From an optimization exercise on the open Yosys and OpenROAD flow, aimed at small area, a short achievable clock period and few clock cycles; shortcuts taken in it are not production practice. Where RTL was checked, it was by simulation tests only, not by an equivalence proof against the original. Power and IR drop assume default switching activity.

// sparse_mac_top
module sparse_mac_top
#(
    parameter int NUM_DECODERS = 2,
    parameter int VALUE_W = 16,
    parameter int INDEX_W = 16,
    parameter int DECODER_FIFO_DEPTH = 16,
    parameter int ACCUM_W = 32
)
(
    input mac_clk,
    input mac_rst,
    input [NUM_DECODERS-1:0] sram_valid_i,
    output [NUM_DECODERS-1:0] sram_ready_o,
    input [NUM_DECODERS*(1+VALUE_W+INDEX_W)-1:0] sram_data_i,
    output mac_valid_o,
    output [ACCUM_W-1:0] mac_data_o
);
Settings: LEC_CHECK=0, CAP_MARGIN=20, CORE_MARGIN=2, CORE_UTILIZATION=40, CTS_BUF_LIST=sky130_fd_sc_hd__clkbuf_4 sky130_fd_sc_hd__clkbuf_8, SETUP_SLACK_MARGIN=3.6, SLEW_MARGIN=20, SYNTH_HIERARCHICAL=1; clock period 7.0 ns.
standard.sh (not shown) runs the stock make flow with config.mk's settings and CLKGATE_MAP_FILE= SYNTH_SCRIPT=/design/flow/synth_recipe.tcl, a recipe that flattens the netlist after the stock synthesis.
==> flow/flow/run.sh <==
#!/bin/bash
set -euo pipefail
export BUFFER_PORTS_ARGS="-buffer_cell sky130_fd_sc_hd__buf_2"
bash standard.sh finish > flow_make.log 2>&1
Testbench counts at the start, summed over its fixed seeds: cycles 7,526.
Next try:
--- a/flow/design.v
+++ b/flow/design.v
@@ -1,8 +1,22 @@
+module eq_cmp16 (
+    input  [15:0] a,
+    input  [15:0] b,
+    output        eq
+);
+assign eq = (a == b);
+endmodule
+module eq_cmp17 (
+    input  [16:0] a,
+    input  [16:0] b,
+    output        eq
+);
+assign eq = (a == b);
+endmodule
 module csa_fa (
     input  a,
     input  b,
     input  c,
     output s,
     output co
 );
 assign s  = a ^ b ^ c;
@@ -88,19 +102,19 @@
 assign t01 = ~take1 &  take0;
 assign t10 =  take1 & ~take0;
 assign t11 =  take1 &  take0;
 assign diff_n = ({(INDEX_W+1){t00}} & diff) | ({(INDEX_W+1){t01}} & c01)
               | ({(INDEX_W+1){t10}} & c10) | ({(INDEX_W+1){t11}} & c11);
 logic [INDEX_W:0] diff_m1;
 logic z10, z01, z11, zn;
 assign diff_m1 = diff - 1'b1;
-assign z10 = (s1x == ~diff);
-assign z01 = (s0x == diff_m1);
-assign z11 = (skip1 == skip0);
+eq_cmp17 u_z10 (.a(s1x), .b(~diff), .eq(z10));
+eq_cmp17 u_z01 (.a(s0x), .b(diff_m1), .eq(z01));
+eq_cmp16 u_z11 (.a(skip1), .b(skip0), .eq(z11));
 assign zn  = (t00 & zq) | (t01 & z01) | (t10 & z10) | (t11 & z11);
 logic hv0n, hv1n, hd0n, hd1n, finn, matn;
 assign hv0n = take0 | (hv0 & ~pop0);
 assign hv1n = take1 | (hv1 & ~pop1);
 assign hd0n = take0 ? in_done0 : hd0;
 assign hd1n = take1 ? in_done1 : hd1;
 assign finn = (hv0n & hd0n) | (hv1n & hd1n);
 assign matn = hv0n & hv1n & ~finn & zn;
@@ -433,29 +447,31 @@
         mat   <= 1'b0;
         acc_s <= '0;
         acc_c <= '0;
         mq    <= 1'b0;
         g_one <= '0;
         g_two <= '0;
         g_neg <= '0;
         g_top <= 1'b0;
+        hval0 <= '0;
     end else begin
         hv0   <= hv0n;
         hv1   <= hv1n;
         diff  <= diff_n;
         zq    <= zn;
         mat   <= matn;
         acc_s <= tree_s;
         acc_c <= tree_c;
         mq    <= mat;
         g_one <= n_one & {8{matn}};
         g_two <= n_two & {8{matn}};
         g_neg <= n_neg & {8{matn}};
         g_top <= n_top & matn;
+        if (take0) hval0 <= val0;
     end
 end
 function automatic [31:0] bk_add(input [31:0] a, input [31:0] b);
     logic [31:0] g, p, gg, pp;
     g = a & b;
     p = a ^ b;
     gg = g;
     pp = p;
@@ -470,20 +486,17 @@
             if (((i + 1) % (2 << l)) == (1 << l) && i >= (2 << l)) begin
                 gg[i] = gg[i] | (pp[i] & gg[i - (1 << l)]);
                 pp[i] = pp[i] & pp[i - (1 << l)];
             end
     bk_add = p ^ {gg[30:0], 1'b0};
 endfunction
 always_ff @(posedge mac_clk) begin
     res <= bk_add(acc_s, acc_c);
-    if (take0) begin
-        hval0 <= val0;
-        hd0   <= in_done0;
-    end
+    if (take0) hd0 <= in_done0;
     if (take1) begin
         hval1 <= val1;
         hd1   <= in_done1;
     end
 end
 assign mac_valid_o = fin & ~mq;
 assign mac_data_o  = res;
 endmodule
The new run went through all stages and came out clean.
Global-route usage came out higher by 0.25 points.
Total power rises by 7.3%.
Clock power went down by 7.6%.
Hold slack got worse by 0.022 ns.
Cell area rises by 3.0%.
Non-clock buffer count came out lower by 11.
Register-to-register slack is worse by 0.20 ns.
Combinational power rises by 8.0%.
For the second run of this note, only the layout was checked, not whether the RTL still works.

* * *

rev 12:
sparse_mac_top, a different RTL version from the one above (not shown whole).
Size in the first run: roughly 1,600 cells after synthesis, ~180 flip-flops, about 110 I/O pins, about 17,000 µm² of cells after synthesis.
clock: 7.0 ns
lec_check: 0
cap_margin: 20
core_margin: 2
core_utilization: 40
cts_buf_list: sky130_fd_sc_hd__clkbuf_4 sky130_fd_sc_hd__clkbuf_8
setup_slack_margin: 3.6
slew_margin: 20
synth_hierarchical: 1
Scripts as last shown in full above: flow/flow/run.sh
Testbench counts of rev 12, summed over its fixed seeds: cycles 7,526.
Modified inputs, rev 13 compared to rev 12
--- a/flow/design.v
+++ b/flow/design.v
@@ -68,26 +68,44 @@
 assign fin   = (hv0 & hd0) | (hv1 & hd1);
 assign both  = hv0 & hv1 & ~fin;
 assign d_neg = diff[INDEX_W];
 assign pop0  = both & ~d_neg;
 assign pop1  = both & (d_neg | zq);
 assign sram_ready_o[0] = ~fin & (~hv0 | pop0);
 assign sram_ready_o[1] = ~fin & (~hv1 | pop1);
 assign take0 = sram_valid_i[0] & sram_ready_o[0];
 assign take1 = sram_valid_i[1] & sram_ready_o[1];
+function automatic [17:0] sk_add18(input [17:0] a, input [17:0] b);
+    logic [17:0] g, p, gg, pp;
+    g = a & b;
+    p = a ^ b;
+    gg = g;
+    pp = p;
+    for (int l = 0; l < 5; l++)
+        for (int i = 0; i < 18; i++)
+            if ((i >> l) & 1) begin
+                int j;
+                j = ((i >> l) << l) - 1;
+                gg[i] = gg[i] | (pp[i] & gg[j]);
+                pp[i] = pp[i] & pp[j];
+            end
+    sk_add18 = p ^ {gg[16:0], 1'b0};
+endfunction
 logic [INDEX_W:0] s1x, s0x, c10, c01, c11, diff_n;
 logic [INDEX_W+1:0] c10_w, c11_w;
 assign s1x   = {1'b0, skip1};
 assign s0x   = {1'b0, skip0};
-assign c10_w = {diff, 1'b1} + {s1x, 1'b1};           
+assign c10_w = sk_add18({diff, 1'b1}, {s1x, 1'b1});           
 assign c10   = c10_w[INDEX_W+1:1];
-assign c01   = diff + ~s0x;                           
-assign c11_w = {s1x, 1'b1} + {~s0x, 1'b1};           
+logic [INDEX_W+1:0] c01_w;
+assign c01_w = sk_add18({diff, 1'b0}, {~s0x, 1'b0});
+assign c01   = c01_w[INDEX_W+1:1];                           
+assign c11_w = sk_add18({s1x, 1'b1}, {~s0x, 1'b1});           
 assign c11   = c11_w[INDEX_W+1:1];
 logic t00, t01, t10, t11;
 assign t00 = ~take1 & ~take0;
 assign t01 = ~take1 &  take0;
 assign t10 =  take1 & ~take0;
 assign t11 =  take1 &  take0;
 assign diff_n = ({(INDEX_W+1){t00}} & diff) | ({(INDEX_W+1){t01}} & c01)
               | ({(INDEX_W+1){t10}} & c10) | ({(INDEX_W+1){t11}} & c11);
 logic [INDEX_W:0] diff_m1;
@@ -432,33 +450,31 @@
         zq    <= 1'b1;
         mat   <= 1'b0;
         acc_s <= '0;
         acc_c <= '0;
         mq    <= 1'b0;
         g_one <= '0;
         g_two <= '0;
         g_neg <= '0;
         g_top <= 1'b0;
-        hval0 <= '0;
     end else begin
         hv0   <= hv0n;
         hv1   <= hv1n;
         diff  <= diff_n;
         zq    <= zn;
         mat   <= matn;
         acc_s <= tree_s;
         acc_c <= tree_c;
         mq    <= mat;
         g_one <= n_one & {8{matn}};
         g_two <= n_two & {8{matn}};
         g_neg <= n_neg & {8{matn}};
         g_top <= n_top & matn;
-        if (take0) hval0 <= val0;
     end
 end
 function automatic [31:0] bk_add(input [31:0] a, input [31:0] b);
     logic [31:0] g, p, gg, pp;
     g = a & b;
     p = a ^ b;
     gg = g;
     pp = p;
     for (int l = 0; l < 5; l++)
@@ -471,18 +487,21 @@
         for (int i = 0; i < 32; i++)
             if (((i + 1) % (2 << l)) == (1 << l) && i >= (2 << l)) begin
                 gg[i] = gg[i] | (pp[i] & gg[i - (1 << l)]);
                 pp[i] = pp[i] & pp[i - (1 << l)];
             end
     bk_add = p ^ {gg[30:0], 1'b0};
 endfunction
 always_ff @(posedge mac_clk) begin
     res <= bk_add(acc_s, acc_c);
-    if (take0) hd0 <= in_done0;
+    if (take0) begin
+        hval0 <= val0;
+        hd0   <= in_done0;
+    end
     if (take1) begin
         hval1 <= val1;
         hd1   <= in_done1;
     end
 end
 assign mac_valid_o = fin & ~mq;
 assign mac_data_o  = res;
 endmodule
==> comparison <==
Of rev 12 and rev 13, the lower number of antenna violations at the first check in global routing belongs to rev 13. Going from rev 12 to rev 13, count of non-filler cells in the finished layout lower, die area lower, sequential share of layout area roughly the same, total power of the final layout higher. Looking only at share of final layout cell area taken by non-clock buffers, and setting everything else aside, the lower value of rev 12 and rev 13 goes to rev 12. Lower die boundary width goes to rev 13 over rev 12. From rev 12 to rev 13 the numbers moved as follows: proportion of synthesized flip-flops having asynchronous set or reset now smaller, number of non-clock inverters in the layout now smaller, worst-case hold slack now larger. Lower basic-gate share of the synthesized area counting and, or, nand and nor cells among rev 12 and rev 13: rev 13. Relative to rev 12, insertion delay of the later-clocked pin in the worst-skew pair has increased by 0.03 ns in rev 13. When rev 13 is measured against rev 12, its total global-route track usage turns out 0.19 points higher. Re register-to-register slack: rev 12 was higher than rev 13.
Function not checked in rev 13: the RTL went through the layout flow alone.

## what the ideal ports hide
Ports are ideal in the flow. The routed layouts listed here were re-timed in OpenROAD.
Step 1 assumes that a clkbuf_16 drives the clock port and a buf_2 every other input.
Step 2 times the ports against the registers' clock, not the clock port: input delays grow and output delays shrink by t, the midpoint of the rising clock arrivals with the driver on.
Slacks: no drivers / after step 1 / after step 2; pairs: no drivers / after step 1.
run | t (ns) | setup WS [ns] | slew at the worst register clock pin (ns)
the first run of note 1 | 0.528 | 3.663 / 3.663 / 3.213 | 0.11 / 0.11
the second run of note 1 | 0.557 | 3.465 / 3.465 / 3.106 | 0.12 / 0.12
rev 12 | 0.560 | 3.693 / 3.681 / 3.174 | 0.10 / 0.10
rev 13 | 0.583 | 3.620 / 3.641 / 3.058 | 0.12 / 0.12
After both steps setup and hold are still met in every run listed. For rev 13, which loses most, drivers alone change the setup slack by +0.021 ns; drivers and shift together by -0.562 ns.
